This is an optimization exercise on Yosys and OpenROAD, whose aim is small area, a short achievable clock period and few clock cycles per item, not a production implementation. RTL that was checked went through simulation tests only; none was proved equivalent to the original. No activity file was given, so power comes from the tool's default toggle rates.

==> flow/design.v (excerpt) <==
module restoringDividerFinal (
    input  logic        clk,
    input  logic        rst,
    input  logic        start,
    input  logic        toggle,
    input  logic        push,
    input  logic [15:0] user_input,
    output logic        valid,
    output logic [6:0]  seg,
    output logic [7:0]  an,
    output logic [15:0] quotient,
    output logic [15:0] remainder
);
For scale: ~1200 cells after synthesis, about 130 flip-flops, about 7700 µm² of cells after synthesis.
==> module restoringDividerFinal, before the edit <==
module restoringDividerFinal (
    input  logic        clk,
    input  logic        rst,
    input  logic        start,
    input  logic        toggle,
    input  logic        push,
    input  logic [15:0] user_input,
    output logic        valid,
    output logic [6:0]  seg,
    output logic [7:0]  an,
    output logic [15:0] quotient,
    output logic [15:0] remainder
);
    function automatic logic [3:0] msb_pos(input logic [15:0] v);
        logic [7:0] v8;
        logic [3:0] v4;
        logic [1:0] v2;
        msb_pos[3] = |v[15:8];
        v8 = msb_pos[3] ? v[15:8] : v[7:0];
        msb_pos[2] = |v8[7:4];
        v4 = msb_pos[2] ? v8[7:4] : v8[3:0];
        msb_pos[1] = |v4[3:2];
        v2 = msb_pos[1] ? v4[3:2] : v4[1:0];
        msb_pos[0] = v2[1];
    endfunction
    logic [15:0] divisor, dividend;
    logic [3:0]  pb, pa;            
    always_ff @(posedge clk or posedge rst) begin
        if (rst) begin
            divisor  <= 16'd0;
            dividend <= 16'd0;
            pb       <= 4'd0;
            pa       <= 4'd0;
        end else if (push) begin
            if (toggle) begin
                divisor <= user_input;
                pb      <= msb_pos(user_input);
            end else begin
                dividend <= user_input;
                pa       <= msb_pos(user_input);
            end
        end
    end
    logic [15:0] rem_reg;           
    logic [15:0] quo_reg;           
    logic        abit;              
    logic [3:0]  count;             
    logic        busy;
    logic        pre_ok;            
    logic [3:0]  m;                 
    logic        zero_q;            
    logic [15:0] init_rem;
    always_comb begin
        logic [4:0]  bw;            
        logic [15:0] sh;
        bw[0] = 1'b0;
        for (int i = 0; i < 4; i++) begin
            m[i]    = pa[i] ^ pb[i] ^ bw[i];
            bw[i+1] = (~pa[i] & pb[i]) | (~(pa[i] ^ pb[i]) & bw[i]);
        end
        zero_q = bw[4] || (divisor == 16'd0);
        sh = {1'b0, dividend[15:1]};
        if (m[0]) sh = {1'b0, sh[15:1]};
        if (m[1]) sh = {2'b0, sh[15:2]};
        if (m[2]) sh = {4'b0, sh[15:4]};
        if (m[3]) sh = {8'b0, sh[15:8]};
        init_rem = zero_q ? dividend : sh;
    end
    logic [16:0] shifted;
    logic [16:0] borrow;            
    logic [15:0] rem_sub;           
    logic        qbit;
    logic [3:0]  next_index;
    always_comb begin
        logic [16:0] g, t;
        shifted = {rem_reg, abit};
        g = ~shifted & {1'b0, divisor};       
        t = ~shifted | {1'b0, divisor};       
        for (int l = 0; l < 5; l++) begin
            for (int i = 0; i < 17; i++) begin
                if ((i >> l) % 2 == 1) begin
                    g[i] = g[i] | (t[i] & g[((i >> l) << l) - 1]);
                    t[i] = t[i] & t[((i >> l) << l) - 1];
                end
            end
        end
        borrow     = {g[15:0], 1'b0};
        qbit       = ~g[16];
        rem_sub    = shifted[15:0] ^ ({16{qbit}} & (divisor ^ borrow[15:0]));
        next_index = busy ? count - 4'd1 : (start ? m : 4'd0);
    end
    logic        one_step;          
    logic        step_now;          
    always_comb begin
        one_step = (m == 4'd0) && pre_ok;
        step_now = busy || (start && !zero_q && one_step);
    end
    always_ff @(posedge clk) begin
        if (step_now) begin
            rem_reg <= rem_sub;
            quo_reg <= {quo_reg[14:0] & {15{busy}}, qbit};
        end else if (start) begin
            rem_reg <= init_rem;
            quo_reg <= 16'd0;
        end else begin
            rem_reg <= {1'b0, dividend[15:1]};
            quo_reg <= 16'd0;
        end
        count <= busy ? count - 4'd1 : m;
        abit  <= dividend[next_index];
    end
    always_ff @(posedge clk or posedge rst) begin
        if (rst) begin
            busy   <= 1'b0;
            valid  <= 1'b0;
            pre_ok <= 1'b0;
        end else begin
            if (busy) begin
                busy  <= (count != 4'd0);
                valid <= (count == 4'd0);
            end else begin
                busy  <= start && !zero_q && !one_step;
                valid <= start && (zero_q || one_step);
            end
            pre_ok <= !busy && !start && !(push && !toggle);
        end
    end
    assign remainder = rem_reg;
    assign quotient  = quo_reg;
    logic [31:0] shown, shown_next;     
    logic [3:0]  div_count;             
    logic        phase;
    logic        scan_tick;             
    logic [7:0]  an_next;
    logic [3:0]  digit_next;
    logic [6:0]  seg_next;
    always_comb begin
        logic [3:0] new_digit, old_digit;
        shown_next = valid ? {quotient, remainder} : shown;
        an_next    = scan_tick ? {an[6:0], an[7]} : an;
        new_digit  = 4'd0;
        old_digit  = 4'd0;
        for (int i = 0; i < 4; i++) begin
            new_digit = new_digit | (remainder[i*4 +: 4] & {4{~an_next[i]}})
                                  | (quotient[i*4 +: 4]  & {4{~an_next[i+4]}});
            old_digit = old_digit | (shown[i*4 +: 4]      & {4{~an_next[i]}})
                                  | (shown[i*4+16 +: 4]   & {4{~an_next[i+4]}});
        end
        digit_next = valid ? new_digit : old_digit;
        case (digit_next)
            4'h0: seg_next = 7'b1000000;
            4'h1: seg_next = 7'b1111001;
            4'h2: seg_next = 7'b0100100;
            4'h3: seg_next = 7'b0110000;
            4'h4: seg_next = 7'b0011001;
            4'h5: seg_next = 7'b0010010;
            4'h6: seg_next = 7'b0000010;
            4'h7: seg_next = 7'b1111000;
            4'h8: seg_next = 7'b0000000;
            4'h9: seg_next = 7'b0011000;
            4'hA: seg_next = 7'b0001000;
            4'hB: seg_next = 7'b0000011;
            4'hC: seg_next = 7'b1000110;
            4'hD: seg_next = 7'b0100001;
            4'hE: seg_next = 7'b0000110;
            default: seg_next = 7'b0001110;
        endcase
    end
    always_ff @(posedge clk or posedge rst) begin
        if (rst) begin
            shown     <= 32'd0;
            div_count <= 4'd0;
            phase     <= 1'b0;
            scan_tick <= 1'b0;
            an        <= 8'b11111110;
            seg       <= 7'b1000000;
        end else begin
            shown <= shown_next;
            if (div_count == 4'd10) begin
                div_count <= 4'd0;
                phase     <= ~phase;
            end else begin
                div_count <= div_count + 4'd1;
            end
            scan_tick <= (div_count == 4'd9) && !phase;
            an  <= an_next;
            seg <= seg_next;
        end
    end
endmodule
Settings: LEC_CHECK=0, ABC_AREA=1, CAP_MARGIN=20, CORE_MARGIN=2, CORE_UTILIZATION=60, CTS_BUF_LIST=sky130_fd_sc_hd__clkbuf_4 sky130_fd_sc_hd__clkbuf_8, SETUP_SLACK_MARGIN=1.9, SLEW_MARGIN=20; clock period 4.0 ns.
standard.sh (not shown) runs the stock make flow with config.mk's settings and CLKGATE_MAP_FILE= SYNTH_SCRIPT=/design/flow/synth_recipe.tcl, a recipe that flattens the netlist after the stock synthesis.
==> flow/flow/run.sh <==
#!/bin/bash
# The standard ORFS flow (standard.sh) with two changes:
#  - synthesis does not extract full/half adder cells (ABC maps that logic)
#  - port buffers are buf_1 cells (the resizer upsizes those that timing needs)
# make's full output goes to flow.log; ORFS keeps each step's log under orfs/logs.
bash standard.sh ADDER_MAP_FILE= "BUFFER_PORTS_ARGS=-buffer_cell sky130_fd_sc_hd__buf_1" finish > flow.log 2>&1
Change:
--- a/flow/design.v
+++ b/flow/design.v
@@ -44,13 +44,12 @@
     end
     logic [15:0] rem_reg;           
     logic [15:0] quo_reg;           
     logic        abit;              
     logic [3:0]  count;             
     logic        busy;
-    logic        pre_ok;            
     logic [3:0]  m;                 
     logic        zero_q;            
     logic [15:0] init_rem;
     always_comb begin
         logic [4:0]  bw;            
         logic [15:0] sh;
@@ -85,72 +84,53 @@
                 end
             end
         end
         borrow     = {g[15:0], 1'b0};
         qbit       = ~g[16];
         rem_sub    = shifted[15:0] ^ ({16{qbit}} & (divisor ^ borrow[15:0]));
-        next_index = busy ? count - 4'd1 : (start ? m : 4'd0);
-    end
-    logic        one_step;          
-    logic        step_now;          
-    always_comb begin
-        one_step = (m == 4'd0) && pre_ok;
-        step_now = busy || (start && !zero_q && one_step);
+        next_index = busy ? count - 4'd1 : m;
     end
     always_ff @(posedge clk) begin
-        if (step_now) begin
+        if (busy) begin
             rem_reg <= rem_sub;
-            quo_reg <= {quo_reg[14:0] & {15{busy}}, qbit};
-        end else if (start) begin
+            quo_reg <= {quo_reg[14:0], qbit};
+            count   <= count - 4'd1;
+        end else begin
             rem_reg <= init_rem;
             quo_reg <= 16'd0;
-        end else begin
-            rem_reg <= {1'b0, dividend[15:1]};
-            quo_reg <= 16'd0;
+            count   <= m;
         end
-        count <= busy ? count - 4'd1 : m;
-        abit  <= dividend[next_index];
+        abit <= dividend[next_index];
     end
     always_ff @(posedge clk or posedge rst) begin
         if (rst) begin
-            busy   <= 1'b0;
-            valid  <= 1'b0;
-            pre_ok <= 1'b0;
+            busy  <= 1'b0;
+            valid <= 1'b0;
+        end else if (busy) begin
+            busy  <= (count != 4'd0);
+            valid <= (count == 4'd0);
         end else begin
-            if (busy) begin
-                busy  <= (count != 4'd0);
-                valid <= (count == 4'd0);
-            end else begin
-                busy  <= start && !zero_q && !one_step;
-                valid <= start && (zero_q || one_step);
-            end
-            pre_ok <= !busy && !start && !(push && !toggle);
+            busy  <= start && !zero_q;
+            valid <= start && zero_q;
         end
     end
     assign remainder = rem_reg;
     assign quotient  = quo_reg;
     logic [31:0] shown, shown_next;     
     logic [3:0]  div_count;             
     logic        phase;
     logic        scan_tick;             
     logic [7:0]  an_next;
     logic [3:0]  digit_next;
     logic [6:0]  seg_next;
     always_comb begin
-        logic [3:0] new_digit, old_digit;
         shown_next = valid ? {quotient, remainder} : shown;
         an_next    = scan_tick ? {an[6:0], an[7]} : an;
-        new_digit  = 4'd0;
-        old_digit  = 4'd0;
-        for (int i = 0; i < 4; i++) begin
-            new_digit = new_digit | (remainder[i*4 +: 4] & {4{~an_next[i]}})
-                                  | (quotient[i*4 +: 4]  & {4{~an_next[i+4]}});
-            old_digit = old_digit | (shown[i*4 +: 4]      & {4{~an_next[i]}})
-                                  | (shown[i*4+16 +: 4]   & {4{~an_next[i+4]}});
-        end
-        digit_next = valid ? new_digit : old_digit;
+        digit_next = 4'd0;
+        for (int i = 0; i < 8; i++)
+            digit_next = digit_next | (shown_next[i*4 +: 4] & {4{~an_next[i]}});
         case (digit_next)
             4'h0: seg_next = 7'b1000000;
             4'h1: seg_next = 7'b1111001;
             4'h2: seg_next = 7'b0100100;
             4'h3: seg_next = 7'b0110000;
             4'h4: seg_next = 7'b0011001;
Synthesized area went down by a few percent.
First-iteration DRC count went up by roughly a tenth.
Total power went down by a few percent.
Global-route usage went down by 0.58 points.
Synthesized cell count went down by roughly a tenth.
Final area went down by a few percent.
Wire length went down by roughly a tenth.
Setup slack degrades by 0.067 ns.
Cell count went down by roughly a tenth.
Sequential share of layout area went up by 1.7 points.
Register-to-register slack hardly moves.
Via count went down by roughly a tenth.
Clock skew barely changes.
Hold slack degrades by 0.11 ns.
Testbench counts after the change, summed over its fixed seeds: cycles 12,627, items 2,400.
No functional check of the RTL was part of the first run of this note.

==> afterwards: timing with drivers on the ports <==
No port has a modelled driver above. Below, the same layouts with a new extraction and two added sets of constraints.
Step 1, drivers: a clkbuf_16 drives clk and a buf_2 each remaining input, both assumed.
Step 2 adds t to the input delays and takes it off the output delays; t is the mean of the earliest and latest rising clock arrival at the registers after step 1. Input paths then give back, and output paths get back, about the clock's delay inside the block.
a / b / c = ideal / step 1 / step 2; a / b = the first two.
| run | t (ns) | setup slack, ns | hold WS [ns] | clock arrival spread, ns | cell pins on the clock port's net |
|---|---|---|---|---|---|
| the first run | 0.487 | 1.996 / 1.958 / 1.622 | 0.439 / 0.439 / 0.439 | 0.009 / 0.009 | 1 |
| the second run | 0.482 | 1.929 / 1.893 / 1.634 | 0.332 / 0.317 / 0.453 | 0.011 / 0.011 | 1 |
After both steps every run listed still meets setup and hold. For the first run, which loses most, drivers alone change the setup slack by -0.038 ns; drivers and shift together by -0.374 ns.
